This design comes from an exercise in tuning for small area and a short achievable clock period on the open sky130 flow, not from production work. The RTL was checked by simulation tests, not by an equivalence proof against the original design.

===== design/flow/flow/run.sh =====
#!/bin/bash
# Standard ORFS layout (the standard.sh) at the design's clock period and
# constraints, with changes to how it is made only:
#  - port buffers: every input gets a sky130_fd_sc_hd__buf_1 and every output a
#    sky130_fd_sc_hd__buf_2 (flow/ports.tcl, run before global placement in
#    place of ORFS's own buffer_ports call, whose default pick is a slow delay buffer);
#  - timing repair aims at a setup margin of 15.75 ns, so paths are repaired toward
#    the period the design can reach rather than only to 21 ns;
#  - clock tree: clkbuf_8 buffers (root and leaves) and no dummy balancing loads.
# Synthesis is the standard one, unchanged (bash standard.sh synth). Each tool's
# log stays under orfs/logs; make's own output goes to make_*.log here.
set -euo pipefail
here=$(pwd)
bash standard.sh synth > make_synth.log 2>&1
export DONT_BUFFER_PORTS=1
export PRE_GLOBAL_PLACE_TCL=$here/flow/ports.tcl
export SETUP_SLACK_MARGIN=15.7
export CTS_ARGS="-sink_clustering_enable -repair_clock_nets -sink_clustering_size 40 -sink_clustering_max_diameter 100 -buf_list sky130_fd_sc_hd__clkbuf_8 -root_buf sky130_fd_sc_hd__clkbuf_8 -dont_use_dummy_load"
bash standard.sh > make_layout.log 2>&1

===== design/flow/flow/ports.tcl =====
# Port buffers (sourced before global placement, in place of ORFS's own
# buffer_ports call): every input and output port still gets a buffer.
buffer_ports -inputs -buffer_cell sky130_fd_sc_hd__buf_1
buffer_ports -outputs -buffer_cell sky130_fd_sc_hd__buf_2

===== design/flow/standard.sh =====
#!/bin/bash
# synth_recipe.tcl (not shown) runs the flow's synth.tcl, then flattens the netlist and writes it again
# the make line also repeats each setting of config.mk as NAME=value (left out here)
make -C /OpenROAD-flow-scripts/flow DESIGN_CONFIG=/design/flow/config.mk WORK_HOME=/design/flow/orfs CLKGATE_MAP_FILE= SYNTH_SCRIPT=/design/flow/synth_recipe.tcl "${@:-finish}"

===== design/flow/config.mk =====
export PLATFORM = sky130hd
export DESIGN_NAME = nn
export DESIGN_NICKNAME = nn
export VERILOG_FILES = /design/flow/design.v
export SDC_FILE = /design/flow/constraint.sdc
export NUM_CORES = 4
export LEC_CHECK = 0
export CAP_MARGIN = 20
export CORE_MARGIN = 2
export CORE_UTILIZATION = 60
export CTS_BUF_LIST = sky130_fd_sc_hd__clkbuf_8
export CTS_CLUSTER_DIAMETER = 100
export CTS_CLUSTER_SIZE = 40
export SLEW_MARGIN = 20
export SYNTH_HIERARCHICAL = 1

===== design/flow/constraint.sdc =====
create_clock -name core_clock -period 21.0 [get_ports {clk}]
set_input_delay 4.2000 -clock core_clock [delete_from_list [all_inputs] [get_ports {clk}]]
set_output_delay 4.2000 -clock core_clock [all_outputs]
set_load 0.01 [all_outputs]

===== design/flow/design.v =====
module nn #(parameter SIZE = 32) (
    input [SIZE-1:0] input_1,
    input [SIZE-1:0] input_2,
    input clk,
    input resetn,
    input enable,
    output [SIZE-1:0] final_output,
    output reg total_ovf,
    output reg total_zero,
    output [2:0] ovf_fsm_stage,
    output [2:0] zero_fsm_stage
);
    localparam [4:0] S_PRE = 5'd0, S_IN = 5'd1, S_OUT = 5'd2, S_POST = 5'd3,
                     S_IDLE = 5'd4, S_DEACT = 5'd8, S_LOAD = 5'd15;
    reg [4:0] st, nst;
    reg is_pre;          
    reg is_idle;         
    reg [28:0] fo_hi;    
    reg fo_2;            
    reg fo_lo;           
    assign final_output = {fo_hi, fo_2, fo_lo, fo_lo};
    reg [2:0] ostg_n, zstg_n;
    assign ovf_fsm_stage = ~ostg_n;
    assign zero_fsm_stage = ~zstg_n;
    reg [4:0] nst0, nst1;
    always @(*) begin
        case (st)
            S_DEACT: begin nst0 = S_DEACT; nst1 = fo_2 ? S_PRE : S_LOAD; end
            S_IDLE:  begin nst0 = S_DEACT; nst1 = S_PRE; end
            S_PRE:   begin nst0 = S_IN;    nst1 = S_IN; end
            S_IN:    begin nst0 = S_OUT;   nst1 = S_OUT; end
            S_OUT:   begin nst0 = S_POST;  nst1 = S_POST; end
            S_POST:  begin nst0 = S_IDLE;  nst1 = S_IDLE; end
            default: begin nst0 = st + 5'd1; nst1 = st + 5'd1; end
        endcase
    end
    always @(*) nst = enable ? nst1 : nst0;
    wire pre0 = (nst0 == S_PRE), pre1 = (nst1 == S_PRE);
    always @(posedge clk or negedge resetn)
        if (!resetn) begin
            st <= S_DEACT;
            is_pre <= 1'b0;
            is_idle <= 1'b0;
        end else begin
            st <= nst;
            is_pre <= enable ? pre1 : pre0;
            is_idle <= (st == S_POST);
        end
    reg signed [29:0] X;
    reg signed [30:0] Y;
    reg zxy;
    wire zin, zpre;
    nn_zdet ZD (.a(input_1[31:2]), .b(input_2[31:1]), .en(is_pre), .z(zin), .zen(zpre));
    always @(posedge clk) begin
        zxy <= zin;
        if (is_pre) begin
            X <= input_1[31:2];
            Y <= input_2[31:1];
        end
    end
    wire x3, y3, x4, y4, xq, yq;
    assign x3 = (~X[29] | (X[28] | (X[27] & (X[26] | (X[25] & (X[24] | (X[23] & (X[22] | (X[21] & (X[20] | (X[19] & (X[18] | (X[17] & (X[16] | (X[15] & (X[14] | (X[13] & (X[12] | (X[11] & (X[10] | (X[9] & (X[8] | (X[7] & (X[6] | (X[5] & (X[4] | (X[3] & (X[2] & (X[1] | (X[0] | 1'b1))))))))))))))))))))))))))))))
        & (X[29] | (~X[28] | (~X[27] & (~X[26] | (~X[25] & (~X[24] | (~X[23] & (~X[22] | (~X[21] & (~X[20] | (~X[19] & (~X[18] | (~X[17] & (~X[16] | (~X[15] & (~X[14] | (~X[13] & (~X[12] | (~X[11] & (~X[10] | (~X[9] & (~X[8] | (~X[7] & (~X[6] | (~X[5] & (~X[4] | (~X[3] & (~X[2] | (~X[1] & (~X[0] | 1'b1))))))))))))))))))))))))))))));
    assign y3 = (~Y[30] | (Y[29] & (Y[28] | (Y[27] | (Y[26] & (Y[25] & (Y[24] | (Y[23] | (Y[22] & (Y[21] & (Y[20] | (Y[19] | (Y[18] & (Y[17] & (Y[16] | (Y[15] | (Y[14] & (Y[13] & (Y[12] | (Y[11] | (Y[10] & (Y[9] & (Y[8] | (Y[7] | (Y[6] & (Y[5] & (Y[4] | (Y[3] | (Y[2] & (Y[1] & (Y[0] & 1'b1)))))))))))))))))))))))))))))))
        & (Y[30] | (~Y[29] & (~Y[28] | (~Y[27] | (~Y[26] & (~Y[25] & (~Y[24] | (~Y[23] | (~Y[22] & (~Y[21] & (~Y[20] | (~Y[19] | (~Y[18] & (~Y[17] & (~Y[16] | (~Y[15] | (~Y[14] & (~Y[13] & (~Y[12] | (~Y[11] | (~Y[10] & (~Y[9] & (~Y[8] | (~Y[7] | (~Y[6] & (~Y[5] & (~Y[4] | (~Y[3] | (~Y[2] & (~Y[1] & (~Y[0] | 1'b1)))))))))))))))))))))))))))))));
    assign x4 = (~X[29] | (X[28] & (X[27] & (X[26] & (X[25] | (X[24] & (X[23] | (X[22] & (X[21] | (X[20] & (X[19] | (X[18] & (X[17] | (X[16] & (X[15] | (X[14] & (X[13] | (X[12] & (X[11] | (X[10] & (X[9] | (X[8] & (X[7] | (X[6] & (X[5] | (X[4] & (X[3] | (X[2] & (X[1] & (X[0] | 1'b1))))))))))))))))))))))))))))))
        & (X[29] | (~X[28] & (~X[27] & (~X[26] & (~X[25] | (~X[24] & (~X[23] | (~X[22] & (~X[21] | (~X[20] & (~X[19] | (~X[18] & (~X[17] | (~X[16] & (~X[15] | (~X[14] & (~X[13] | (~X[12] & (~X[11] | (~X[10] & (~X[9] | (~X[8] & (~X[7] | (~X[6] & (~X[5] | (~X[4] & (~X[3] | (~X[2] & (~X[1] | (~X[0] | 1'b1))))))))))))))))))))))))))))));
    assign y4 = (~Y[30] | (Y[29] & (Y[28] & (Y[27] & (Y[26] & (Y[25] | (Y[24] & (Y[23] | (Y[22] & (Y[21] & (Y[20] & (Y[19] | (Y[18] | (Y[17] | (Y[16] | (Y[15] & (Y[14] | (Y[13] & (Y[12] | (Y[11] | (Y[10] | (Y[9] & (Y[8] & (Y[7] & (Y[6] & (Y[5] | (Y[4] & (Y[3] & (Y[2] | (Y[1] | (Y[0] | 1'b1)))))))))))))))))))))))))))))))
        & (Y[30] | (~Y[29] & (~Y[28] & (~Y[27] & (~Y[26] & (~Y[25] | (~Y[24] & (~Y[23] | (~Y[22] & (~Y[21] & (~Y[20] & (~Y[19] | (~Y[18] | (~Y[17] | (~Y[16] | (~Y[15] & (~Y[14] | (~Y[13] & (~Y[12] | (~Y[11] | (~Y[10] | (~Y[9] & (~Y[8] & (~Y[7] & (~Y[6] & (~Y[5] | (~Y[4] & (~Y[3] | (~Y[2] & (~Y[1] & (~Y[0] | 1'b1)))))))))))))))))))))))))))))));
    assign xq = (~X[29] | (X[28] & (X[27] & (X[26] & (X[25] | (X[24] | (X[23] | (X[22] & (X[21] & (X[20] & (X[19] | (X[18] | (X[17] | (X[16] & (X[15] & (X[14] & (X[13] | (X[12] | (X[11] | (X[10] & (X[9] & (X[8] & (X[7] | (X[6] | (X[5] | (X[4] & (X[3] & (X[2] & (X[1] & (X[0] | 1'b1))))))))))))))))))))))))))))))
        & (X[29] | (~X[28] & (~X[27] & (~X[26] & (~X[25] | (~X[24] | (~X[23] | (~X[22] & (~X[21] & (~X[20] & (~X[19] | (~X[18] | (~X[17] | (~X[16] & (~X[15] & (~X[14] & (~X[13] | (~X[12] | (~X[11] | (~X[10] & (~X[9] & (~X[8] & (~X[7] | (~X[6] | (~X[5] | (~X[4] & (~X[3] & (~X[2] | (~X[1] & (~X[0] & 1'b1))))))))))))))))))))))))))))));
    assign yq = (~Y[30] | (Y[29] & (Y[28] & (Y[27] & (Y[26] | (Y[25] | (Y[24] & (Y[23] & (Y[22] | (Y[21] | (Y[20] & (Y[19] & (Y[18] | (Y[17] | (Y[16] & (Y[15] & (Y[14] | (Y[13] | (Y[12] & (Y[11] & (Y[10] | (Y[9] | (Y[8] & (Y[7] & (Y[6] | (Y[5] | (Y[4] & (Y[3] & (Y[2] | (Y[1] & (Y[0] & 1'b1)))))))))))))))))))))))))))))))
        & (Y[30] | (~Y[29] & (~Y[28] & (~Y[27] & (~Y[26] | (~Y[25] | (~Y[24] & (~Y[23] & (~Y[22] | (~Y[21] | (~Y[20] & (~Y[19] & (~Y[18] | (~Y[17] | (~Y[16] & (~Y[15] & (~Y[14] | (~Y[13] | (~Y[12] & (~Y[11] & (~Y[10] | (~Y[9] | (~Y[8] & (~Y[7] & (~Y[6] | (~Y[5] | (~Y[4] & (~Y[3] & (~Y[2] | (~Y[1] | (~Y[0] | 1'b1)))))))))))))))))))))))))))))));
    wire [26:0] xs = X[26:0];
    wire [27:0] yv = Y[27:0];
    wire [31:0] ssum;             
    wire [31:29] vsum;
    wire ok32 = (ssum[31:30] == 2'b00) || (ssum[31:30] == 2'b11);   
    wire ok30 = (ssum[31:28] == 4'h0) || (ssum[31:28] == 4'hf);     
    wire v_ok = (vsum[31:29] == 3'b000) || (vsum[31:29] == 3'b111);
    reg qovf, qzero, ok32r, ok30r, n3;
    wire ovf3 = ~(x3 & y3);
    wire quirk = ostg_n[2];    
    wire ovf4 = quirk ? qovf : ~(x4 & y4 & ok32r);
    wire zero4 = quirk & qzero;         
    wire ovf5 = total_ovf | ~ok30r;
    always @(posedge clk) begin
        ok32r <= ok32;
        ok30r <= ok30;
    end
    always @(posedge clk or negedge resetn) begin
        if (!resetn) begin
            total_ovf <= 1'b0;
            ostg_n <= 3'd0;
        end else begin
            case (st)
                S_DEACT: if (enable) begin
                    total_ovf <= 1'b0; ostg_n <= 3'd0;
                end
                S_IN:   if (ovf3) begin total_ovf <= 1'b1; ostg_n <= ~3'd3; end
                S_OUT:  if (ovf4) begin total_ovf <= 1'b1; ostg_n <= ~3'd4; end
                S_POST: if (ovf5) begin total_ovf <= 1'b1; ostg_n <= ~3'd5; end
                default: ;
            endcase
        end
    end
    reg tz_o;
    reg [2:0] zs_o;
    always @(*) begin
        tz_o = total_zero;
        zs_o = zstg_n;
        case (st)
            S_DEACT: if (enable) begin tz_o = 1'b0; zs_o = 3'd0; end
            S_IN:    if (!ovf3 && zxy) begin tz_o = 1'b1; zs_o = ~3'd3; end
            S_OUT:   if (!ovf4 && zero4) begin tz_o = 1'b1; zs_o = ~3'd4; end
            default: ;
        endcase
    end
    always @(posedge clk or negedge resetn) begin
        if (!resetn) begin
            total_zero <= 1'b0;
            zstg_n <= 3'd0;
        end else begin
            total_zero <= zpre | tz_o;
            zstg_n <= zpre ? ~3'd2 : zs_o;
        end
    end
    always @(posedge clk or negedge resetn) begin
        if (!resetn) begin
            fo_hi <= 29'd0;
            fo_2 <= 1'b0;
            fo_lo <= 1'b0;
        end else if (st == S_POST) begin
            fo_2 <= 1'b1;
            fo_hi <= ovf5 ? {29{1'b1}} : ssum[28:0];
            fo_lo <= ovf5;
        end
    end
    always @(posedge clk)
        if (st == S_IN) n3 <= ~ovf3;
    always @(posedge clk or negedge resetn) begin
        if (!resetn) begin
            qovf <= 1'b0;
            qzero <= 1'b1;
        end else if (is_idle && n3) begin
            qovf <= ~(xq & yq & v_ok);
            qzero <= 1'b0;
        end
    end
  wire wS_1;
  wire wS_2;
  assign wS_1 = xs[0] ^ xs[1];
  assign wS_2 = xs[0] | xs[1];
  wire wS_3;
  wire wS_4;
  wS_fa uwS_3 (xs[1], xs[2], yv[1], wS_3, wS_4);
  wire wS_5;
  wire wS_6;
  assign wS_5 = xs[2] ^ xs[3];
  assign wS_6 = xs[2] | xs[3];
  wire wS_7;
  wire wS_8;
  wS_ha uwS_7 (yv[2], yv[3], wS_7, wS_8);
  wire wS_9;
  wire wS_10;
  assign wS_9 = xs[3] ^ xs[4];
  assign wS_10 = xs[3] | xs[4];
  wire wS_11;
  wire wS_12;
  wS_fa uwS_11 (yv[3], yv[4], yv[7], wS_11, wS_12);
  wire wS_13;
  wire wS_14;
  assign wS_13 = xs[4] ^ xs[5];
  assign wS_14 = xs[4] | xs[5];
  wire wS_15;
  wire wS_16;
  wS_fa uwS_15 (yv[4], yv[5], yv[8], wS_15, wS_16);
  wire wS_17;
  wire wS_18;
  assign wS_17 = xs[5] ^ xs[6];
  assign wS_18 = xs[5] | xs[6];
  wire wS_19;
  wire wS_20;
  wS_fa uwS_19 (yv[5], yv[6], yv[9], wS_19, wS_20);
  wire wS_21;
  wire wS_22;
  assign wS_21 = xs[6] ^ xs[7];
  assign wS_22 = xs[6] | xs[7];
  wire wS_23;
  wire wS_24;
  wS_fa uwS_23 (yv[6], yv[7], yv[10], wS_23, wS_24);
  wire wS_25;
  wire wS_26;
  assign wS_25 = xs[7] ^ xs[8];
  assign wS_26 = xs[7] | xs[8];
  wire wS_27;
  wire wS_28;
  wS_fa uwS_27 (yv[7], yv[8], yv[11], wS_27, wS_28);
  wire wS_29;
  wire wS_30;
  assign wS_29 = xs[8] ^ xs[9];
  assign wS_30 = xs[8] | xs[9];
  wire wS_31;
  wire wS_32;
  wS_fa uwS_31 (yv[8], yv[9], yv[12], wS_31, wS_32);
  wire wS_33;
  wire wS_34;
  assign wS_33 = xs[9] ^ xs[10];
  assign wS_34 = xs[9] | xs[10];
  wire wS_35;
  wire wS_36;
  wS_fa uwS_35 (yv[9], yv[10], yv[13], wS_35, wS_36);
  wire wS_37;
  wire wS_38;
  assign wS_37 = xs[10] ^ xs[11];
  assign wS_38 = xs[10] | xs[11];
  wire wS_39;
  wire wS_40;
  wS_fa uwS_39 (yv[10], yv[11], yv[14], wS_39, wS_40);
  wire wS_41;
  wire wS_42;
  assign wS_41 = xs[11] ^ xs[12];
  assign wS_42 = xs[11] | xs[12];
  wire wS_43;
  wire wS_44;
  wS_fa uwS_43 (yv[11], yv[12], yv[15], wS_43, wS_44);
  wire wS_45;
  wire wS_46;
  assign wS_45 = xs[12] ^ xs[13];
  assign wS_46 = xs[12] | xs[13];
  wire wS_47;
  wire wS_48;
  wS_fa uwS_47 (yv[12], yv[13], yv[16], wS_47, wS_48);
  wire wS_49;
  wire wS_50;
  assign wS_49 = xs[13] ^ xs[14];
  assign wS_50 = xs[13] | xs[14];
  wire wS_51;
  wire wS_52;
  wS_fa uwS_51 (yv[13], yv[14], yv[17], wS_51, wS_52);
  wire wS_53;
  wire wS_54;
  assign wS_53 = xs[14] ^ xs[15];
  assign wS_54 = xs[14] | xs[15];
  wire wS_55;
  wire wS_56;
  wS_fa uwS_55 (yv[14], yv[15], yv[18], wS_55, wS_56);
  wire wS_57;
  wire wS_58;
  assign wS_57 = xs[15] ^ xs[16];
  assign wS_58 = xs[15] | xs[16];
  wire wS_59;
  wire wS_60;
  wS_fa uwS_59 (yv[15], yv[16], yv[19], wS_59, wS_60);
  wire wS_61;
  wire wS_62;
  assign wS_61 = xs[16] ^ xs[17];
  assign wS_62 = xs[16] | xs[17];
  wire wS_63;
  wire wS_64;
  wS_fa uwS_63 (yv[16], yv[17], yv[20], wS_63, wS_64);
  wire wS_65;
  wire wS_66;
  assign wS_65 = xs[17] ^ xs[18];
  assign wS_66 = xs[17] | xs[18];
  wire wS_67;
  wire wS_68;
  wS_fa uwS_67 (yv[17], yv[18], yv[21], wS_67, wS_68);
  wire wS_69;
  wire wS_70;
  assign wS_69 = xs[18] ^ xs[19];
  assign wS_70 = xs[18] | xs[19];
  wire wS_71;
  wire wS_72;
  wS_fa uwS_71 (yv[18], yv[19], yv[22], wS_71, wS_72);
  wire wS_73;
  wire wS_74;
  assign wS_73 = xs[19] ^ xs[20];
  assign wS_74 = xs[19] | xs[20];
  wire wS_75;
  wire wS_76;
  wS_fa uwS_75 (yv[19], yv[20], yv[23], wS_75, wS_76);
  wire wS_77;
  wire wS_78;
  assign wS_77 = xs[20] ^ xs[21];
  assign wS_78 = xs[20] | xs[21];
  wire wS_79;
  wire wS_80;
  wS_fa uwS_79 (yv[20], yv[21], yv[24], wS_79, wS_80);
  wire wS_81;
  wire wS_82;
  assign wS_81 = xs[21] ^ xs[22];
  assign wS_82 = xs[21] | xs[22];
  wire wS_83;
  wire wS_84;
  wS_fa uwS_83 (yv[21], yv[22], yv[25], wS_83, wS_84);
  wire wS_85;
  wire wS_86;
  assign wS_85 = xs[22] ^ xs[23];
  assign wS_86 = xs[22] | xs[23];
  wire wS_87;
  wire wS_88;
  wS_fa uwS_87 (yv[22], yv[23], yv[26], wS_87, wS_88);
  wire wS_89;
  wire wS_90;
  wS_fa uwS_89 (xs[23], xs[24], yv[23], wS_89, wS_90);
  wire wS_91;
  wire wS_92;
  assign wS_91 = yv[24] ^ yv[27];
  assign wS_92 = yv[24] & ~yv[27];
  wire wS_93;
  wire wS_94;
  assign wS_93 = xs[24] ^ xs[25];
  assign wS_94 = xs[24] | xs[25];
  wire wS_95;
  wire wS_96;
  wS_ha uwS_95 (yv[24], yv[25], wS_95, wS_96);
  wire wS_97;
  wire wS_98;
  wS_fa uwS_97 (xs[25], yv[25], yv[26], wS_97, wS_98);
  wire wS_99;
  wire wS_100;
  assign wS_99 = yv[26] ^ xs[26];
  assign wS_100 = yv[26] | ~xs[26];
  wire wS_101;
  wire wS_102;
  assign wS_101 = xs[0] ^ yv[0];
  assign wS_102 = xs[0] | yv[0];
  wire wS_103;
  wire wS_104;
  wS_fa uwS_103 (yv[0], yv[1], yv[4], wS_103, wS_104);
  wire wS_105;
  wire wS_106;
  wS_fa uwS_105 (yv[2], yv[5], wS_3, wS_105, wS_106);
  wire wS_107;
  wire wS_108;
  wS_fa uwS_107 (yv[6], wS_7, wS_4, wS_107, wS_108);
  wire wS_109;
  wire wS_110;
  wS_fa uwS_109 (wS_11, wS_6, wS_8, wS_109, wS_110);
  wire wS_111;
  wire wS_112;
  wS_fa uwS_111 (wS_15, wS_10, wS_12, wS_111, wS_112);
  wire wS_113;
  wire wS_114;
  wS_fa uwS_113 (wS_19, wS_14, wS_16, wS_113, wS_114);
  wire wS_115;
  wire wS_116;
  wS_fa uwS_115 (wS_23, wS_18, wS_20, wS_115, wS_116);
  wire wS_117;
  wire wS_118;
  wS_fa uwS_117 (wS_27, wS_22, wS_24, wS_117, wS_118);
  wire wS_119;
  wire wS_120;
  wS_fa uwS_119 (wS_31, wS_26, wS_28, wS_119, wS_120);
  wire wS_121;
  wire wS_122;
  wS_fa uwS_121 (wS_35, wS_30, wS_32, wS_121, wS_122);
  wire wS_123;
  wire wS_124;
  wS_fa uwS_123 (wS_39, wS_34, wS_36, wS_123, wS_124);
  wire wS_125;
  wire wS_126;
  wS_fa uwS_125 (wS_43, wS_38, wS_40, wS_125, wS_126);
  wire wS_127;
  wire wS_128;
  wS_fa uwS_127 (wS_47, wS_42, wS_44, wS_127, wS_128);
  wire wS_129;
  wire wS_130;
  wS_fa uwS_129 (wS_51, wS_46, wS_48, wS_129, wS_130);
  wire wS_131;
  wire wS_132;
  wS_fa uwS_131 (wS_55, wS_50, wS_52, wS_131, wS_132);
  wire wS_133;
  wire wS_134;
  wS_fa uwS_133 (wS_59, wS_54, wS_56, wS_133, wS_134);
  wire wS_135;
  wire wS_136;
  wS_fa uwS_135 (wS_63, wS_58, wS_60, wS_135, wS_136);
  wire wS_137;
  wire wS_138;
  wS_fa uwS_137 (wS_67, wS_62, wS_64, wS_137, wS_138);
  wire wS_139;
  wire wS_140;
  wS_fa uwS_139 (wS_71, wS_66, wS_68, wS_139, wS_140);
  wire wS_141;
  wire wS_142;
  wS_fa uwS_141 (wS_75, wS_70, wS_72, wS_141, wS_142);
  wire wS_143;
  wire wS_144;
  wS_fa uwS_143 (wS_79, wS_74, wS_76, wS_143, wS_144);
  wire wS_145;
  wire wS_146;
  wS_fa uwS_145 (wS_83, wS_78, wS_80, wS_145, wS_146);
  wire wS_147;
  wire wS_148;
  wS_fa uwS_147 (wS_87, wS_82, wS_84, wS_147, wS_148);
  wire wS_149;
  wire wS_150;
  wS_fa uwS_149 (wS_89, wS_86, wS_88, wS_149, wS_150);
  wire wS_151;
  wire wS_152;
  wS_fa uwS_151 (wS_95, wS_90, wS_92, wS_151, wS_152);
  wire wS_153;
  wire wS_154;
  wS_fa uwS_153 (wS_97, wS_94, wS_96, wS_153, wS_154);
  wire wS_155;
  wire wS_156;
  wS_ha uwS_155 (wS_99, wS_98, wS_155, wS_156);
  wire wS_157;
  wire wS_158;
  assign wS_157 = wS_100 ^ yv[27];
  assign wS_158 = wS_100 | ~yv[27];
  wire wS_159;
  wire wS_160;
  wS_ha uwS_159 (wS_103, wS_102, wS_159, wS_160);
  wire wS_161;
  wire wS_162;
  wS_fa uwS_161 (wS_2, wS_105, wS_104, wS_161, wS_162);
  wire wS_163;
  wire wS_164;
  wS_fa uwS_163 (wS_107, wS_106, ~wS_5, wS_163, wS_164);
  wire wS_165;
  wire wS_166;
  wS_fa uwS_165 (wS_109, wS_108, ~wS_9, wS_165, wS_166);
  wire wS_167;
  wire wS_168;
  wS_fa uwS_167 (wS_111, wS_110, ~wS_13, wS_167, wS_168);
  wire wS_169;
  wire wS_170;
  wS_fa uwS_169 (wS_113, wS_112, ~wS_17, wS_169, wS_170);
  wire wS_171;
  wire wS_172;
  wS_fa uwS_171 (wS_115, wS_114, ~wS_21, wS_171, wS_172);
  wire wS_173;
  wire wS_174;
  wS_fa uwS_173 (wS_117, wS_116, ~wS_25, wS_173, wS_174);
  wire wS_175;
  wire wS_176;
  wS_fa uwS_175 (wS_119, wS_118, ~wS_29, wS_175, wS_176);
  wire wS_177;
  wire wS_178;
  wS_fa uwS_177 (wS_121, wS_120, ~wS_33, wS_177, wS_178);
  wire wS_179;
  wire wS_180;
  wS_fa uwS_179 (wS_123, wS_122, ~wS_37, wS_179, wS_180);
  wire wS_181;
  wire wS_182;
  wS_fa uwS_181 (wS_125, wS_124, ~wS_41, wS_181, wS_182);
  wire wS_183;
  wire wS_184;
  wS_fa uwS_183 (wS_127, wS_126, ~wS_45, wS_183, wS_184);
  wire wS_185;
  wire wS_186;
  wS_fa uwS_185 (wS_129, wS_128, ~wS_49, wS_185, wS_186);
  wire wS_187;
  wire wS_188;
  wS_fa uwS_187 (wS_131, wS_130, ~wS_53, wS_187, wS_188);
  wire wS_189;
  wire wS_190;
  wS_fa uwS_189 (wS_133, wS_132, ~wS_57, wS_189, wS_190);
  wire wS_191;
  wire wS_192;
  wS_fa uwS_191 (wS_135, wS_134, ~wS_61, wS_191, wS_192);
  wire wS_193;
  wire wS_194;
  wS_fa uwS_193 (wS_137, wS_136, ~wS_65, wS_193, wS_194);
  wire wS_195;
  wire wS_196;
  wS_fa uwS_195 (wS_139, wS_138, ~wS_69, wS_195, wS_196);
  wire wS_197;
  wire wS_198;
  wS_fa uwS_197 (wS_141, wS_140, ~wS_73, wS_197, wS_198);
  wire wS_199;
  wire wS_200;
  wS_fa uwS_199 (wS_143, wS_142, ~wS_77, wS_199, wS_200);
  wire wS_201;
  wire wS_202;
  wS_fa uwS_201 (wS_145, wS_144, ~wS_81, wS_201, wS_202);
  wire wS_203;
  wire wS_204;
  wS_fa uwS_203 (wS_147, wS_146, ~wS_85, wS_203, wS_204);
  wire wS_205;
  wire wS_206;
  wS_fa uwS_205 (wS_149, wS_148, ~wS_91, wS_205, wS_206);
  wire wS_207;
  wire wS_208;
  wS_fa uwS_207 (wS_151, wS_150, ~wS_93, wS_207, wS_208);
  wire wS_209;
  wire wS_210;
  wS_fa uwS_209 (wS_153, wS_152, ~xs[26], wS_209, wS_210);
  wire wS_211;
  wire wS_212;
  wS_fa uwS_211 (wS_155, wS_154, ~yv[27], wS_211, wS_212);
  wire wS_213;
  wire wS_214;
  wS_ha uwS_213 (wS_157, wS_156, wS_213, wS_214);
  wire [31:0] wS_a = {wS_213, wS_211, wS_209, wS_207, wS_205, wS_203, wS_201, wS_199, wS_197, wS_195, wS_193, wS_191, wS_189, wS_187, wS_185, wS_183, wS_181, wS_179, wS_177, wS_175, wS_173, wS_171, wS_169, wS_167, wS_165, wS_163, wS_161, ~wS_1, yv[3], yv[2], yv[1], yv[0]};
  wire [31:0] wS_b = {wS_212, wS_210, wS_208, wS_206, wS_204, wS_202, wS_200, wS_198, wS_196, wS_194, wS_192, wS_190, wS_188, wS_186, wS_184, wS_182, wS_180, wS_178, wS_176, wS_174, wS_172, wS_170, wS_168, wS_166, wS_164, wS_162, wS_160, wS_159, ~wS_101, 1'b1, 1'b1, 1'b0};
  wire [31:0] wS_p0 = wS_a ^ wS_b;
  wire [31:0] wS_g0 = wS_a & wS_b;
  wire wS_G0_1 = wS_g0[1] | (wS_p0[1] & wS_g0[0]);
  wire wS_P0_1 = wS_p0[1] & wS_p0[0];
  wire wS_G0_3 = wS_g0[3] | (wS_p0[3] & wS_g0[2]);
  wire wS_P0_3 = wS_p0[3] & wS_p0[2];
  wire wS_G0_5 = wS_g0[5] | (wS_p0[5] & wS_g0[4]);
  wire wS_P0_5 = wS_p0[5] & wS_p0[4];
  wire wS_G0_7 = wS_g0[7] | (wS_p0[7] & wS_g0[6]);
  wire wS_P0_7 = wS_p0[7] & wS_p0[6];
  wire wS_G0_9 = wS_g0[9] | (wS_p0[9] & wS_g0[8]);
  wire wS_P0_9 = wS_p0[9] & wS_p0[8];
  wire wS_G0_11 = wS_g0[11] | (wS_p0[11] & wS_g0[10]);
  wire wS_P0_11 = wS_p0[11] & wS_p0[10];
  wire wS_G0_13 = wS_g0[13] | (wS_p0[13] & wS_g0[12]);
  wire wS_P0_13 = wS_p0[13] & wS_p0[12];
  wire wS_G0_15 = wS_g0[15] | (wS_p0[15] & wS_g0[14]);
  wire wS_P0_15 = wS_p0[15] & wS_p0[14];
  wire wS_G0_17 = wS_g0[17] | (wS_p0[17] & wS_g0[16]);
  wire wS_P0_17 = wS_p0[17] & wS_p0[16];
  wire wS_G0_19 = wS_g0[19] | (wS_p0[19] & wS_g0[18]);
  wire wS_P0_19 = wS_p0[19] & wS_p0[18];
  wire wS_G0_21 = wS_g0[21] | (wS_p0[21] & wS_g0[20]);
  wire wS_P0_21 = wS_p0[21] & wS_p0[20];
  wire wS_G0_23 = wS_g0[23] | (wS_p0[23] & wS_g0[22]);
  wire wS_P0_23 = wS_p0[23] & wS_p0[22];
  wire wS_G0_25 = wS_g0[25] | (wS_p0[25] & wS_g0[24]);
  wire wS_P0_25 = wS_p0[25] & wS_p0[24];
  wire wS_G0_27 = wS_g0[27] | (wS_p0[27] & wS_g0[26]);
  wire wS_P0_27 = wS_p0[27] & wS_p0[26];
  wire wS_G0_29 = wS_g0[29] | (wS_p0[29] & wS_g0[28]);
  wire wS_P0_29 = wS_p0[29] & wS_p0[28];
  wire wS_G0_31 = wS_g0[31] | (wS_p0[31] & wS_g0[30]);
  wire wS_P0_31 = wS_p0[31] & wS_p0[30];
  wire wS_G1_3 = wS_G0_3 | (wS_P0_3 & wS_G0_1);
  wire wS_P1_3 = wS_P0_3 & wS_P0_1;
  wire wS_G1_7 = wS_G0_7 | (wS_P0_7 & wS_G0_5);
  wire wS_P1_7 = wS_P0_7 & wS_P0_5;
  wire wS_G1_11 = wS_G0_11 | (wS_P0_11 & wS_G0_9);
  wire wS_P1_11 = wS_P0_11 & wS_P0_9;
  wire wS_G1_15 = wS_G0_15 | (wS_P0_15 & wS_G0_13);
  wire wS_P1_15 = wS_P0_15 & wS_P0_13;
  wire wS_G1_19 = wS_G0_19 | (wS_P0_19 & wS_G0_17);
  wire wS_P1_19 = wS_P0_19 & wS_P0_17;
  wire wS_G1_23 = wS_G0_23 | (wS_P0_23 & wS_G0_21);
  wire wS_P1_23 = wS_P0_23 & wS_P0_21;
  wire wS_G1_27 = wS_G0_27 | (wS_P0_27 & wS_G0_25);
  wire wS_P1_27 = wS_P0_27 & wS_P0_25;
  wire wS_G1_31 = wS_G0_31 | (wS_P0_31 & wS_G0_29);
  wire wS_P1_31 = wS_P0_31 & wS_P0_29;
  wire wS_G2_7 = wS_G1_7 | (wS_P1_7 & wS_G1_3);
  wire wS_P2_7 = wS_P1_7 & wS_P1_3;
  wire wS_G2_15 = wS_G1_15 | (wS_P1_15 & wS_G1_11);
  wire wS_P2_15 = wS_P1_15 & wS_P1_11;
  wire wS_G2_23 = wS_G1_23 | (wS_P1_23 & wS_G1_19);
  wire wS_P2_23 = wS_P1_23 & wS_P1_19;
  wire wS_G2_31 = wS_G1_31 | (wS_P1_31 & wS_G1_27);
  wire wS_P2_31 = wS_P1_31 & wS_P1_27;
  wire wS_G3_15 = wS_G2_15 | (wS_P2_15 & wS_G2_7);
  wire wS_P3_15 = wS_P2_15 & wS_P2_7;
  wire wS_G3_31 = wS_G2_31 | (wS_P2_31 & wS_G2_23);
  wire wS_P3_31 = wS_P2_31 & wS_P2_23;
  wire wS_G4_31 = wS_G3_31 | (wS_P3_31 & wS_G3_15);
  wire wS_P4_31 = wS_P3_31 & wS_P3_15;
  wire wS_G5_23 = wS_G2_23 | (wS_P2_23 & wS_G3_15);
  wire wS_P5_23 = wS_P2_23 & wS_P3_15;
  wire wS_G6_11 = wS_G1_11 | (wS_P1_11 & wS_G2_7);
  wire wS_P6_11 = wS_P1_11 & wS_P2_7;
  wire wS_G6_19 = wS_G1_19 | (wS_P1_19 & wS_G3_15);
  wire wS_P6_19 = wS_P1_19 & wS_P3_15;
  wire wS_G6_27 = wS_G1_27 | (wS_P1_27 & wS_G5_23);
  wire wS_P6_27 = wS_P1_27 & wS_P5_23;
  wire wS_G7_5 = wS_G0_5 | (wS_P0_5 & wS_G1_3);
  wire wS_P7_5 = wS_P0_5 & wS_P1_3;
  wire wS_G7_9 = wS_G0_9 | (wS_P0_9 & wS_G2_7);
  wire wS_P7_9 = wS_P0_9 & wS_P2_7;
  wire wS_G7_13 = wS_G0_13 | (wS_P0_13 & wS_G6_11);
  wire wS_P7_13 = wS_P0_13 & wS_P6_11;
  wire wS_G7_17 = wS_G0_17 | (wS_P0_17 & wS_G3_15);
  wire wS_P7_17 = wS_P0_17 & wS_P3_15;
  wire wS_G7_21 = wS_G0_21 | (wS_P0_21 & wS_G6_19);
  wire wS_P7_21 = wS_P0_21 & wS_P6_19;
  wire wS_G7_25 = wS_G0_25 | (wS_P0_25 & wS_G5_23);
  wire wS_P7_25 = wS_P0_25 & wS_P5_23;
  wire wS_G7_29 = wS_G0_29 | (wS_P0_29 & wS_G6_27);
  wire wS_P7_29 = wS_P0_29 & wS_P6_27;
  wire wS_G8_2 = wS_g0[2] | (wS_p0[2] & wS_G0_1);
  wire wS_P8_2 = wS_p0[2] & wS_P0_1;
  wire wS_G8_4 = wS_g0[4] | (wS_p0[4] & wS_G1_3);
  wire wS_P8_4 = wS_p0[4] & wS_P1_3;
  wire wS_G8_6 = wS_g0[6] | (wS_p0[6] & wS_G7_5);
  wire wS_P8_6 = wS_p0[6] & wS_P7_5;
  wire wS_G8_8 = wS_g0[8] | (wS_p0[8] & wS_G2_7);
  wire wS_P8_8 = wS_p0[8] & wS_P2_7;
  wire wS_G8_10 = wS_g0[10] | (wS_p0[10] & wS_G7_9);
  wire wS_P8_10 = wS_p0[10] & wS_P7_9;
  wire wS_G8_12 = wS_g0[12] | (wS_p0[12] & wS_G6_11);
  wire wS_P8_12 = wS_p0[12] & wS_P6_11;
  wire wS_G8_14 = wS_g0[14] | (wS_p0[14] & wS_G7_13);
  wire wS_P8_14 = wS_p0[14] & wS_P7_13;
  wire wS_G8_16 = wS_g0[16] | (wS_p0[16] & wS_G3_15);
  wire wS_P8_16 = wS_p0[16] & wS_P3_15;
  wire wS_G8_18 = wS_g0[18] | (wS_p0[18] & wS_G7_17);
  wire wS_P8_18 = wS_p0[18] & wS_P7_17;
  wire wS_G8_20 = wS_g0[20] | (wS_p0[20] & wS_G6_19);
  wire wS_P8_20 = wS_p0[20] & wS_P6_19;
  wire wS_G8_22 = wS_g0[22] | (wS_p0[22] & wS_G7_21);
  wire wS_P8_22 = wS_p0[22] & wS_P7_21;
  wire wS_G8_24 = wS_g0[24] | (wS_p0[24] & wS_G5_23);
  wire wS_P8_24 = wS_p0[24] & wS_P5_23;
  wire wS_G8_26 = wS_g0[26] | (wS_p0[26] & wS_G7_25);
  wire wS_P8_26 = wS_p0[26] & wS_P7_25;
  wire wS_G8_28 = wS_g0[28] | (wS_p0[28] & wS_G6_27);
  wire wS_P8_28 = wS_p0[28] & wS_P6_27;
  wire wS_G8_30 = wS_g0[30] | (wS_p0[30] & wS_G7_29);
  wire wS_P8_30 = wS_p0[30] & wS_P7_29;
  wire [31:0] wsum_t;
  assign wsum_t[0] = wS_p0[0];
  assign wsum_t[1] = wS_p0[1] ^ wS_g0[0];
  assign wsum_t[2] = wS_p0[2] ^ wS_G0_1;
  assign wsum_t[3] = wS_p0[3] ^ wS_G8_2;
  assign wsum_t[4] = wS_p0[4] ^ wS_G1_3;
  assign wsum_t[5] = wS_p0[5] ^ wS_G8_4;
  assign wsum_t[6] = wS_p0[6] ^ wS_G7_5;
  assign wsum_t[7] = wS_p0[7] ^ wS_G8_6;
  assign wsum_t[8] = wS_p0[8] ^ wS_G2_7;
  assign wsum_t[9] = wS_p0[9] ^ wS_G8_8;
  assign wsum_t[10] = wS_p0[10] ^ wS_G7_9;
  assign wsum_t[11] = wS_p0[11] ^ wS_G8_10;
  assign wsum_t[12] = wS_p0[12] ^ wS_G6_11;
  assign wsum_t[13] = wS_p0[13] ^ wS_G8_12;
  assign wsum_t[14] = wS_p0[14] ^ wS_G7_13;
  assign wsum_t[15] = wS_p0[15] ^ wS_G8_14;
  assign wsum_t[16] = wS_p0[16] ^ wS_G3_15;
  assign wsum_t[17] = wS_p0[17] ^ wS_G8_16;
  assign wsum_t[18] = wS_p0[18] ^ wS_G7_17;
  assign wsum_t[19] = wS_p0[19] ^ wS_G8_18;
  assign wsum_t[20] = wS_p0[20] ^ wS_G6_19;
  assign wsum_t[21] = wS_p0[21] ^ wS_G8_20;
  assign wsum_t[22] = wS_p0[22] ^ wS_G7_21;
  assign wsum_t[23] = wS_p0[23] ^ wS_G8_22;
  assign wsum_t[24] = wS_p0[24] ^ wS_G5_23;
  assign wsum_t[25] = wS_p0[25] ^ wS_G8_24;
  assign wsum_t[26] = wS_p0[26] ^ wS_G7_25;
  assign wsum_t[27] = wS_p0[27] ^ wS_G8_26;
  assign wsum_t[28] = wS_p0[28] ^ wS_G6_27;
  assign wsum_t[29] = wS_p0[29] ^ wS_G8_28;
  assign wsum_t[30] = wS_p0[30] ^ wS_G7_29;
  assign wsum_t[31] = wS_p0[31] ^ wS_G8_30;
    assign ssum = wsum_t;
  wire vS_1;
  wire vS_2;
  assign vS_1 = xs[23] ^ xs[26];
  assign vS_2 = xs[23] | ~xs[26];
  wire vS_3;
  wire vS_4;
  vS_ha uvS_3 (xs[0], xs[3], vS_3, vS_4);
  wire vS_5;
  wire vS_6;
  vS_fa uvS_5 (xs[1], xs[4], ~yv[2], vS_5, vS_6);
  wire vS_7;
  wire vS_8;
  vS_fa uvS_7 (xs[2], xs[5], ~yv[3], vS_7, vS_8);
  wire vS_9;
  wire vS_10;
  vS_fa uvS_9 (xs[3], xs[6], ~yv[4], vS_9, vS_10);
  wire vS_11;
  wire vS_12;
  vS_fa uvS_11 (xs[4], xs[7], ~yv[5], vS_11, vS_12);
  wire vS_13;
  wire vS_14;
  vS_fa uvS_13 (xs[5], xs[8], ~yv[6], vS_13, vS_14);
  wire vS_15;
  wire vS_16;
  vS_fa uvS_15 (xs[6], xs[9], ~yv[7], vS_15, vS_16);
  wire vS_17;
  wire vS_18;
  vS_fa uvS_17 (xs[7], xs[10], ~yv[8], vS_17, vS_18);
  wire vS_19;
  wire vS_20;
  vS_fa uvS_19 (xs[8], xs[11], ~yv[9], vS_19, vS_20);
  wire vS_21;
  wire vS_22;
  vS_fa uvS_21 (xs[9], xs[12], ~yv[10], vS_21, vS_22);
  wire vS_23;
  wire vS_24;
  vS_fa uvS_23 (xs[10], xs[13], ~yv[11], vS_23, vS_24);
  wire vS_25;
  wire vS_26;
  vS_fa uvS_25 (xs[11], xs[14], ~yv[12], vS_25, vS_26);
  wire vS_27;
  wire vS_28;
  vS_fa uvS_27 (xs[12], xs[15], ~yv[13], vS_27, vS_28);
  wire vS_29;
  wire vS_30;
  vS_fa uvS_29 (xs[13], xs[16], ~yv[14], vS_29, vS_30);
  wire vS_31;
  wire vS_32;
  vS_fa uvS_31 (xs[14], xs[17], ~yv[15], vS_31, vS_32);
  wire vS_33;
  wire vS_34;
  vS_fa uvS_33 (xs[15], xs[18], ~yv[16], vS_33, vS_34);
  wire vS_35;
  wire vS_36;
  vS_fa uvS_35 (xs[16], xs[19], ~yv[17], vS_35, vS_36);
  wire vS_37;
  wire vS_38;
  vS_fa uvS_37 (xs[17], xs[20], ~yv[18], vS_37, vS_38);
  wire vS_39;
  wire vS_40;
  vS_fa uvS_39 (xs[18], xs[21], ~yv[19], vS_39, vS_40);
  wire vS_41;
  wire vS_42;
  vS_fa uvS_41 (xs[19], xs[22], ~yv[20], vS_41, vS_42);
  wire vS_43;
  wire vS_44;
  vS_fa uvS_43 (xs[20], xs[23], ~yv[21], vS_43, vS_44);
  wire vS_45;
  wire vS_46;
  vS_fa uvS_45 (xs[21], xs[24], ~yv[22], vS_45, vS_46);
  wire vS_47;
  wire vS_48;
  vS_fa uvS_47 (xs[22], xs[25], ~yv[23], vS_47, vS_48);
  wire vS_49;
  wire vS_50;
  assign vS_49 = vS_1 ^ yv[24];
  assign vS_50 = vS_1 & ~yv[24];
  wire vS_51;
  wire vS_52;
  vS_fa uvS_51 (xs[24], yv[27], vS_2, vS_51, vS_52);
  wire vS_53;
  wire vS_54;
  assign vS_53 = xs[25] ^ yv[26];
  assign vS_54 = xs[25] | ~yv[26];
  wire vS_55;
  wire vS_56;
  assign vS_55 = yv[27] ^ xs[26];
  assign vS_56 = yv[27] | ~xs[26];
  wire vS_57;
  wire vS_58;
  assign vS_57 = xs[0] ^ yv[0];
  assign vS_58 = xs[0] | ~yv[0];
  wire vS_59;
  wire vS_60;
  assign vS_59 = xs[1] ^ yv[1];
  assign vS_60 = xs[1] | ~yv[1];
  wire vS_61;
  wire vS_62;
  vS_fa uvS_61 (~xs[2], yv[0], yv[2], vS_61, vS_62);
  wire vS_63;
  wire vS_64;
  vS_fa uvS_63 (~vS_3, yv[1], yv[3], vS_63, vS_64);
  wire vS_65;
  wire vS_66;
  vS_fa uvS_65 (vS_5, vS_4, ~yv[4], vS_65, vS_66);
  wire vS_67;
  wire vS_68;
  vS_fa uvS_67 (vS_7, vS_6, ~yv[5], vS_67, vS_68);
  wire vS_69;
  wire vS_70;
  vS_fa uvS_69 (vS_9, vS_8, ~yv[6], vS_69, vS_70);
  wire vS_71;
  wire vS_72;
  vS_fa uvS_71 (vS_11, vS_10, ~yv[7], vS_71, vS_72);
  wire vS_73;
  wire vS_74;
  vS_fa uvS_73 (vS_13, vS_12, ~yv[8], vS_73, vS_74);
  wire vS_75;
  wire vS_76;
  vS_fa uvS_75 (vS_15, vS_14, ~yv[9], vS_75, vS_76);
  wire vS_77;
  wire vS_78;
  vS_fa uvS_77 (vS_17, vS_16, ~yv[10], vS_77, vS_78);
  wire vS_79;
  wire vS_80;
  vS_fa uvS_79 (vS_19, vS_18, ~yv[11], vS_79, vS_80);
  wire vS_81;
  wire vS_82;
  vS_fa uvS_81 (vS_21, vS_20, ~yv[12], vS_81, vS_82);
  wire vS_83;
  wire vS_84;
  vS_fa uvS_83 (vS_23, vS_22, ~yv[13], vS_83, vS_84);
  wire vS_85;
  wire vS_86;
  vS_fa uvS_85 (vS_25, vS_24, ~yv[14], vS_85, vS_86);
  wire vS_87;
  wire vS_88;
  vS_fa uvS_87 (vS_27, vS_26, ~yv[15], vS_87, vS_88);
  wire vS_89;
  wire vS_90;
  vS_fa uvS_89 (vS_29, vS_28, ~yv[16], vS_89, vS_90);
  wire vS_91;
  wire vS_92;
  vS_fa uvS_91 (vS_31, vS_30, ~yv[17], vS_91, vS_92);
  wire vS_93;
  wire vS_94;
  vS_fa uvS_93 (vS_33, vS_32, ~yv[18], vS_93, vS_94);
  wire vS_95;
  wire vS_96;
  vS_fa uvS_95 (vS_35, vS_34, ~yv[19], vS_95, vS_96);
  wire vS_97;
  wire vS_98;
  vS_fa uvS_97 (vS_37, vS_36, ~yv[20], vS_97, vS_98);
  wire vS_99;
  wire vS_100;
  vS_fa uvS_99 (vS_39, vS_38, ~yv[21], vS_99, vS_100);
  wire vS_101;
  wire vS_102;
  vS_fa uvS_101 (vS_41, vS_40, ~yv[22], vS_101, vS_102);
  wire vS_103;
  wire vS_104;
  vS_fa uvS_103 (vS_43, vS_42, ~yv[23], vS_103, vS_104);
  wire vS_105;
  wire vS_106;
  vS_fa uvS_105 (vS_45, vS_44, ~yv[24], vS_105, vS_106);
  wire vS_107;
  wire vS_108;
  vS_fa uvS_107 (vS_47, vS_46, ~yv[25], vS_107, vS_108);
  wire vS_109;
  wire vS_110;
  vS_fa uvS_109 (~vS_48, yv[26], vS_49, vS_109, vS_110);
  wire vS_111;
  wire vS_112;
  vS_fa uvS_111 (vS_51, vS_50, ~yv[25], vS_111, vS_112);
  wire vS_113;
  wire vS_114;
  vS_ha uvS_113 (vS_53, vS_52, vS_113, vS_114);
  wire vS_115;
  wire vS_116;
  vS_ha uvS_115 (vS_55, vS_54, vS_115, vS_116);
  wire vS_c1 = (vS_57 & 1'b0) | (vS_57 & 1'b0) | (1'b0 & 1'b0);
  wire vS_c2 = (vS_59 & vS_58) | (vS_59 & vS_c1) | (vS_58 & vS_c1);
  wire vS_c3 = (~vS_61 & vS_60) | (~vS_61 & vS_c2) | (vS_60 & vS_c2);
  wire vS_c4 = (~vS_63 & ~vS_62) | (~vS_63 & vS_c3) | (~vS_62 & vS_c3);
  wire vS_c5 = (vS_65 & ~vS_64) | (vS_65 & vS_c4) | (~vS_64 & vS_c4);
  wire vS_c6 = (vS_67 & vS_66) | (vS_67 & vS_c5) | (vS_66 & vS_c5);
  wire vS_c7 = (vS_69 & vS_68) | (vS_69 & vS_c6) | (vS_68 & vS_c6);
  wire vS_c8 = (vS_71 & vS_70) | (vS_71 & vS_c7) | (vS_70 & vS_c7);
  reg vS_cr8;
  always @(posedge clk) vS_cr8 <= vS_c8;
  wire vS_c9 = (vS_73 & vS_72) | (vS_73 & vS_cr8) | (vS_72 & vS_cr8);
  wire vS_c10 = (vS_75 & vS_74) | (vS_75 & vS_c9) | (vS_74 & vS_c9);
  wire vS_c11 = (vS_77 & vS_76) | (vS_77 & vS_c10) | (vS_76 & vS_c10);
  wire vS_c12 = (vS_79 & vS_78) | (vS_79 & vS_c11) | (vS_78 & vS_c11);
  wire vS_c13 = (vS_81 & vS_80) | (vS_81 & vS_c12) | (vS_80 & vS_c12);
  wire vS_c14 = (vS_83 & vS_82) | (vS_83 & vS_c13) | (vS_82 & vS_c13);
  wire vS_c15 = (vS_85 & vS_84) | (vS_85 & vS_c14) | (vS_84 & vS_c14);
  wire vS_c16 = (vS_87 & vS_86) | (vS_87 & vS_c15) | (vS_86 & vS_c15);
  reg vS_cr16;
  always @(posedge clk) vS_cr16 <= vS_c16;
  wire vS_c17 = (vS_89 & vS_88) | (vS_89 & vS_cr16) | (vS_88 & vS_cr16);
  wire vS_c18 = (vS_91 & vS_90) | (vS_91 & vS_c17) | (vS_90 & vS_c17);
  wire vS_c19 = (vS_93 & vS_92) | (vS_93 & vS_c18) | (vS_92 & vS_c18);
  wire vS_c20 = (vS_95 & vS_94) | (vS_95 & vS_c19) | (vS_94 & vS_c19);
  wire vS_c21 = (vS_97 & vS_96) | (vS_97 & vS_c20) | (vS_96 & vS_c20);
  wire vS_c22 = (vS_99 & vS_98) | (vS_99 & vS_c21) | (vS_98 & vS_c21);
  wire vS_c23 = (vS_101 & vS_100) | (vS_101 & vS_c22) | (vS_100 & vS_c22);
  wire vS_c24 = (vS_103 & vS_102) | (vS_103 & vS_c23) | (vS_102 & vS_c23);
  reg vS_cr24;
  always @(posedge clk) vS_cr24 <= vS_c24;
  wire vS_c25 = (vS_105 & vS_104) | (vS_105 & vS_cr24) | (vS_104 & vS_cr24);
  wire vS_c26 = (vS_107 & vS_106) | (vS_107 & vS_c25) | (vS_106 & vS_c25);
  wire vS_c27 = (~vS_109 & vS_108) | (~vS_109 & vS_c26) | (vS_108 & vS_c26);
  wire vS_c28 = (vS_111 & ~vS_110) | (vS_111 & vS_c27) | (~vS_110 & vS_c27);
  wire vS_c29 = (vS_113 & vS_112) | (vS_113 & vS_c28) | (vS_112 & vS_c28);
  wire vS_s29 = vS_115 ^ vS_114 ^ vS_c29;
  wire vS_c30 = (vS_115 & vS_114) | (vS_115 & vS_c29) | (vS_114 & vS_c29);
  wire vS_s30 = vS_56 ^ vS_116 ^ vS_c30;
  wire vS_c31 = (vS_56 & vS_116) | (vS_56 & vS_c30) | (vS_116 & vS_c30);
  wire vS_s31 = 1'b1 ^ 1'b0 ^ vS_c31;
    assign vsum = {vS_s31, vS_s30, vS_s29};
endmodule
module nn_zdet(input [29:0] a, input [30:0] b, input en, output z, output zen);
  assign z = ~|a | ~|b;
  assign zen = en & z;
endmodule
module wS_fa(input a, input b, input c, output s, output co);
  assign s = a ^ b ^ c;
  assign co = (a & b) | (a & c) | (b & c);
endmodule
module wS_ha(input a, input b, output s, output co);
  assign s = a ^ b;
  assign co = a & b;
endmodule
module vS_fa(input a, input b, input c, output s, output co);
  assign s = a ^ b ^ c;
  assign co = (a & b) | (a & c) | (b & c);
endmodule
module vS_ha(input a, input b, output s, output co);
  assign s = a ^ b;
  assign co = a & b;
endmodule

==> flow_metrics.env, run 1 <==
export IMPL_drt_iter0_drc=470
export IMPL_cp_max_fo=4
export IMPL_rows=47
export IMPL_syn_cell_area_sq_um=9940
export IMPL_whs_ps=495
export IMPL_avgSynthCellArea_sq_um=11.5
export IMPL_clock_latency_ps=440
export IMPL_grt_max_degree=63
export IMPL_fin_crit_sh_pct=25.4
export IMPL_crit_type="reg -> reg"
export IMPL_finalSetupTns_ps=0
export IMPL_synth_area_top_cells="fa_1, edfxtp_1, dfrtp_1, ha_1, inv_1"
export IMPL_min_to="qzero"
export IMPL_dr_pass1_iters=5
export IMPL_chipWidth_um=133
export IMPL_yosysSeqAreaShare_pct=32.1
export IMPL_antennaDiodeCount=0
export IMPL_vias_per_cell=6.17
export IMPL_critical_path_required_ps=21320
export IMPL_fin_nets=1193
export IMPL_finalHoldViolCount=0
export IMPL_syn_to_final_growth_pct=9.44
export IMPL_reg2reg_slack_ps=15680
export IMPL_m1WireLength_um=10800
export IMPL_fin_skew_ps=33.0
export IMPL_cts_tree="built"
export IMPL_wl_um=24100
export IMPL_start_util_pct=60.6
export IMPL_drive_gt1_share_pct=11.6
export IMPL_cts_clk_slew_worst_paths_ps=70
export IMPL_synth_common_cells="fa_1, inv_1, ha_1, edfxtp_1, nor2_1"
export IMPL_cts_max_level=4
export IMPL_setup_viol=0
export IMPL_slew_headroom_pct=44.6
export IMPL_dr_total_vias=6968
export IMPL_end_kind="register"
export IMPL_wl_met2_um=11100
export IMPL_clock_sinks=116
export IMPL_synth_cell_types=66
export IMPL_port_buffers=103
export IMPL_cp_start_kind="register"
export IMPL_synth_top_area_share_pct=28.2
export IMPL_synth_fp_nets=1149
export IMPL_drc_errors=0
export IMPL_wl_met3_um=1700
export IMPL_clock_path_buffers=2
export IMPL_clock_tree_root_cell="clkbuf_8"
export IMPL_worst_hold_path_num_cells=1
export IMPL_grt_pass1_vias=7643
export IMPL_highest_layer="met5"
export IMPL_nFillCells=1254
export IMPL_ant_nets=0
export IMPL_hpwlAfterDp_um=18600
export IMPL_rsz0062_at_grt="true"
export IMPL_cts_buffers=17
export IMPL_r2r_start="Y[8]"
export IMPL_synthMostInstantiatedCell="fa_1"
export IMPL_hold_buffers=0
export IMPL_hold_start="qzero"
export IMPL_hp_class="reg -> reg"
export IMPL_yosys_warnings=7
export IMPL_grt_first_pass_wirelength_um=39300
export IMPL_gp_congestion=0.890
export IMPL_ys_seq_elements=116
export IMPL_arrival_ps=5640
export IMPL_die_h_um=133
export IMPL_rr_endpoint="ok30r"
export IMPL_synth_ff_type="edfxtp_1"
export IMPL_finalMaxSlewViolations=0
export IMPL_synth_edff_count=62
export IMPL_grt_ovfl_total=0
export IMPL_synthCells=867
export IMPL_die_area_sq_um=17600
export IMPL_min_period_ps=5320
export IMPL_grt_usage_pct=29.2
export IMPL_fmax_mhz=188
export IMPL_core_sq_um=16400
export IMPL_run_status="no timing/DRC/antenna violations"
export IMPL_wl_per_cell_um=21.3
export IMPL_synth_async_reset_ratio_pct=41.4
export IMPL_tightest_slew_ps=826
export IMPL_maxCapViolations=0
export IMPL_synth_area_leader_cell="fa_1"
export IMPL_antenna_found_initial=1
export IMPL_ios=107
export IMPL_rr_worst_depth=20
## timing repair
action | CTS | global route
setup endpoints to repair | 6 | 4
gates cloned | 0 | 0
pin swaps | 16 | 15
setup buffers | 28 | 7
resized for setup | 25 | 7
## flip-flops by register name, indices dropped and copies added, names as in the netlist, 3 cells and up
| register | count |
|---|---|
| X | 30 |
| Y | 31 |
| st | 5 |
| ostg_n | 3 |
| zstg_n | 3 |
| fo_hi | 29 |
## final cells by class
type / count / area (sq um) / share of cell area (%)
inverter: 143 / 537 / 4.94
multi-input combinational: 597 / 6370 / 58.6
tap: 220 / 275 / 2.53
clock buffer: 17 / 234 / 2.15
sequential: 116 / 3190 / 29.3
timing repair buffer: 36 / 274 / 2.52
## worst max-delay path by stage
| stage | from | endpoint | slack [ps] | cells past startpoint |
|---|---|---|---|---|
| 3_3_place_gp | input_1[3] | zstg_n[0] | 14860 | 6 |
| 6_report | Y[8] | ok30r | 15680 | 20 |
| 3_5_place_dp | input_1[3] | zstg_n[0] | 14820 | 6 |
| 2_1_floorplan | input_2[10] | zstg_n[0] | 15730 | 6 |
| 5_1_grt | Y[8] | ok30r | 15490 | 20 |
| 4_1_cts | Y[8] | ok30r | 15660 | 20 |
## placed cells by master, fill, tap and decap left out, drive strengths merged, types with 4 or more instances in the layout
master | netlist | routed
ha | 75 | 75
a2111oi | 4 | 4
a31oi | 5 | 5
a21oi | 52 | 52
nand3 | 19 | 19
o31ai | 5 | 5
a41oi | 4 | 4
a211o | 4 | 4
dfrtp | 46 | 46
and2 | 5 | 5
inv | 142 | 142
edfxtp | 62 | 62
maj3 | 17 | 17
clkbuf | 7 | 17
nor4 | 21 | 21
nor3 | 19 | 19
o221ai | 6 | 6
nand2 | 24 | 24
o211ai | 8 | 8
dfxtp | 6 | 6
a211oi | 7 | 7
o22a | 13 | 13
fa | 140 | 140
a21o | 6 | 6
xnor2 | 17 | 17
o21a | 5 | 5
nand4 | 13 | 13
buf | 4 | 36
and3 | 5 | 5
o21ai | 19 | 19
o22ai | 6 | 6
nor2 | 53 | 53
nand2b | 7 | 7
## metrics by stage
stage | std cells | setup slack (ps) | util, % | cell area, sq um
global placement | 1077 | 14860 | 62.0 | 10200
finish | 1129 | 15680 | 66.3 | 10900
global route | 1129 | 15490 | 66.3 | 10900
floorplan | 867 | 15730 | - | 9940
detailed placement | 1077 | 14820 | 62.0 | 10200
CTS | 1122 | 15660 | 65.6 | 10800
## per-module statistics from Yosys (local to each module, per instance)
module / flip-flops and latches / cells inside / times used
vS_fa: 0 / 1 / 49
nn: 116 / 713 / 1
wS_fa: 0 / 1 / 75
vS_ha: 0 / 1 / 3
wS_ha: 0 / 1 / 5
nn_zdet: 0 / 22 / 1
## kinds of logic after synthesis
group,Yosys count,synth area share [%]
adder cells (fa/ha/maj),232,39.5
AND/OR/NAND/NOR,177,8.88
AO/OA/AOI/OAI,165,11.5
buffers and inverters,154,5.93
flip-flops,116,32.1
XOR/XNOR,20,1.76
multiplexers,3,0.302
## layer usage
layer  vias up  GRT usage (%)
met5         -              0
met4         2           9.86
met3        44           6.40
met2       309           45.0
met1      3509           41.5
li1       3104              -
## worst max-delay path, stage by stage, from the launching register on
cell and delay (ps):
edfxtp_1 510, buf_4 190, fa_1 480, fa_1 570, fa_2 480, ha_4 310, nand2_1 60, o211a_1 230
o22ai_2 180, nand2_2 120, a31oi_4 220, a221o_1 220, a41oi_2 160, a211o_1 300, fa_2 360, xnor2_2 170
xor2_1 220, inv_1 100, ha_4 160, nand3_1 90, o21ai_2 70
==> run 2, diff against run 1 <==
--- a/design/flow/flow/run.sh
+++ b/design/flow/flow/run.sh
@@ -14,6 +14,6 @@
 bash standard.sh synth > make_synth.log 2>&1
 export DONT_BUFFER_PORTS=1
 export PRE_GLOBAL_PLACE_TCL=$here/flow/ports.tcl
-export SETUP_SLACK_MARGIN=15.7
+export SETUP_SLACK_MARGIN=15.75
 export CTS_ARGS="-sink_clustering_enable -repair_clock_nets -sink_clustering_size 40 -sink_clustering_max_diameter 100 -buf_list sky130_fd_sc_hd__clkbuf_8 -root_buf sky130_fd_sc_hd__clkbuf_8 -dont_use_dummy_load"
 bash standard.sh > make_layout.log 2>&1
==> run 2 against run 1 <==
Compared with the run above:
- still clean
- final area increased by 0.16%
- worst setup slack improved by 140 ps
- via count decreased by 1.6%
- sequential share of layout area about the same
- hold slack improved by 0.92 ps
- maximum frequency increased by 2.8%
==> flow_metrics.env, run 2 <==
export IMPL_run_status="no timing/DRC/antenna violations"
export IMPL_fin_skew_ps=34.3
export IMPL_cts_tree="built"
export IMPL_grt_max_degree=63
export IMPL_ys_seq_elements=116
export IMPL_antennaDiodeCount=0
export IMPL_clock_sinks=116
export IMPL_grt_ovfl_total=0
export IMPL_cpPeakStageDelay_ps=580
export IMPL_fmax_mhz=193
export IMPL_synth_async_reset_ratio_pct=41.4
export IMPL_yosysSeqAreaShare_pct=32.1
export IMPL_slew_headroom_pct=43.8
export IMPL_largest_reg_flops=31
export IMPL_arrival_ps=5480
export IMPL_cts_buffers=17
export IMPL_synthCells=867
export IMPL_die_h_um=133
export IMPL_synth_ff_type="edfxtp_1"
export IMPL_synth_top_area_share_pct=28.2
export IMPL_finalSetupTns_ps=0
export IMPL_critical_path_required_ps=21300
export IMPL_nFillCells=1245
export IMPL_fin_nets=1191
export IMPL_die_area_sq_um=17600
export IMPL_crit_slowest_cell="fa_2"
export IMPL_maxCapViolations=0
export IMPL_synth_common_cells="fa_1, inv_1, ha_1, edfxtp_1, nor2_1"
export IMPL_drive_gt1_share_pct=12.0
export IMPL_rsz0062_at_grt="true"
export IMPL_syn_cell_area_sq_um=9940
export IMPL_finalHoldViolCount=0
export IMPL_cts_max_level=4
export IMPL_chipWidth_um=133
export IMPL_wl_um=23800
export IMPL_vias_per_cell=6.09
export IMPL_min_period_ps=5180
export IMPL_cts_clk_slew_worst_paths_ps=70
export IMPL_grt_usage_pct=28.1
export IMPL_synth_fp_nets=1149
export IMPL_wl_per_cell_um=21.1
export IMPL_fin_util_pct=66.4
export IMPL_yosys_warnings=7
export IMPL_cp_start_kind="register"
export IMPL_finalMaxSlewViolations=0
export IMPL_synth_area_leader_cell="fa_1"
export IMPL_ios=107
export IMPL_rows=47
export IMPL_start_util_pct=60.6
export IMPL_worstPathCellList="buf_6, fa_1, fa_1, fa_2, ha_4, a21o_1, a221oi_2, o21bai_1, a21oi_2, a31oi_4, a221o_1, a41oi_2, a211o_1, fa_2, xnor2_2, xor2_1, inv_1, ha_1, nand3_1, o21ai_1"
export IMPL_hold_buffers=0
export IMPL_dr_pass1_iters=5
export IMPL_setup_viol=0
export IMPL_synth_area_top_cells="fa_1, edfxtp_1, dfrtp_1, ha_1, inv_1"
export IMPL_synthMostInstantiatedCell="fa_1"
export IMPL_hpwlAfterDp_um=18100
export IMPL_grt_first_pass_wirelength_um=38300
export IMPL_grt_pass1_vias=7410
export IMPL_cp_buffers_inverters=2
export IMPL_end_kind="register"
export IMPL_core_sq_um=16400
export IMPL_synth_cell_types=66
export IMPL_antenna_found_initial=0
export IMPL_crit_type="reg -> reg"
export IMPL_ant_nets=0
export IMPL_crit_family="adder cells"
export IMPL_clock_tree_root_cell="clkbuf_8"
export IMPL_drc_errors=0
export IMPL_synth_edff_count=62
export IMPL_gp_congestion=0.902
export IMPL_syn_to_final_growth_pct=9.62
export IMPL_drt_iter0_drc=592
export IMPL_fin_crit_sh_pct=24.7
export IMPL_top_register="Y"
export IMPL_layout_commonest_cell="inv_1"
export IMPL_cp_max_fo=4
export IMPL_avgSynthCellArea_sq_um=11.5
export IMPL_top_regs="Y x31, X x30, fo_hi x29"
export IMPL_hp_class="reg -> reg"
export IMPL_clock_path_buffers=2
export IMPL_dr_total_vias=6859
export IMPL_final_cell_mix="inv_1, fa_1, ha_1"
export IMPL_tightest_slew_ps=838
export IMPL_port_buffers=103
export IMPL_clock_latency_ps=440
-- run 2: cell counts after synthesis --
No cell type changed its count.
-- run 2: final timing paths --
| path | from | endpoint | slack [ps] | cells past startpoint |
|---|---|---|---|---|
| max in group asynchronous | resetn | qzero | 17350 | 0 |
| setup reg to reg | Y[9] | ok30r | 15820 | 20 |
| hold / removal | qzero | qzero | 500 | 1 |
| setup / recovery | Y[9] | ok30r | 15820 | 20 |
| min in group asynchronous | resetn | fo_hi[6] | 3440 | 0 |
| hold reg to reg | qzero | qzero | 500 | 1 |
-- run 2: per-module statistics from Yosys (local to each module, per instance) --
module   flip-flops and latches  area (sq um)
nn                          116          7210
nn_zdet                       0           146
vS_fa                         0          20.0
wS_fa                         0          20.0
vS_ha                         0          12.5
wS_ha                         0          12.5
-- run 2: worst reg2reg max path: stages (launching register included) --
cell and delay, ps:
edfxtp_1 520, buf_6 180, fa_1 520, fa_1 480, fa_2 580, ha_4 220, a21o_1 170, a221oi_2 270
o21bai_1 130, a21oi_2 200, a31oi_4 120, a221o_1 360, a41oi_2 210, a211o_1 180, fa_2 220, xnor2_2 120
xor2_1 200, inv_1 60, ha_1 170, nand3_1 70, o21ai_1 70
-- run 2: repair_timing --
action                                  CTS  global route
resized for setup                        13            24
cloned                                    0             0
pin swaps                                 6            38
endpoints found under the setup margin    7             3
setup buffers                            24             9
-- run 2: logic make-up (layout without fill, tap and decap cells) --
family / after synthesis / count (layout) / synth area share (%)
buffers and inverters: 154 / 194 / 5.93
AND/OR/NAND/NOR: 177 / 177 / 8.88
flip-flops: 116 / 116 / 32.1
adder cells (fa/ha/maj): 232 / 232 / 39.5
multiplexers: 3 / 3 / 0.302
AO/OA/AOI/OAI: 165 / 165 / 11.5
XOR/XNOR: 20 / 20 / 1.76
-- run 2: metal layers --
metal  share of wire [%]  GRT usage [%]  vias up
li1                    -              -     3093
met1                  45           40.8     3426
met2                  45           42.4      300
met3                 8.1           7.13       40
met4                 1.9           8.42        0
met5                   0              0        -
-- run 2: layout make-up --
class                   instances  area, sq um  share of cell area [%]
well taps                     220          275                    2.53
clock buffers                  17          234                    2.15
multi-input cells             597         6390                    58.7
repair buffers                 34          270                    2.48
flip-flops and latches        116         3190                    29.3
inverters                     143          537                    4.93
-- run 2: through the flow --
stage          worst slack, ps  hold slack (ps)  instances  area, sq um
2_1_floorplan            15750              473        867         9960
3_3_place_gp             14880              483       1077        10200
3_5_place_dp             14820              491       1077        10200
4_1_cts                  15740              499       1118        10700
5_1_grt                  15620              510       1127        10900
6_report                 15820              496       1127        10900

## what the ideal ports hide
No port has a modelled driver above. Below, the same layouts with a new extraction and two added sets of constraints. Step 1 assumes that a clkbuf_16 drives the clock port and a buf_2 every other input. Step 2, shift: input delay + t, output delay - t, t = (earliest + latest rising clock arrival at the registers) / 2. This alone moves slack from input paths to output paths. a / b / c = ideal / step 1 / step 2; a / b = the first two.
| run | t, ns | setup WS [ns] | worst hold slack (ns) | worst register clock-pin slew, ns | worst slew at a driven data input, ns |
|---|---|---|---|---|---|
| run 1 | 0.458 | 15.676 / 15.676 / 15.304 | 0.495 / 0.495 / 0.495 | 0.08 / 0.08 | 1.04 |
| run 2 | 0.465 | 15.821 / 15.789 / 15.384 | 0.496 / 0.496 / 0.496 | 0.09 / 0.09 | 1.02 |
After both steps setup and hold are still met in every run listed. The setup slack of run 2, which loses most, moves by -0.032 ns with the drivers and by -0.437 ns with both steps.
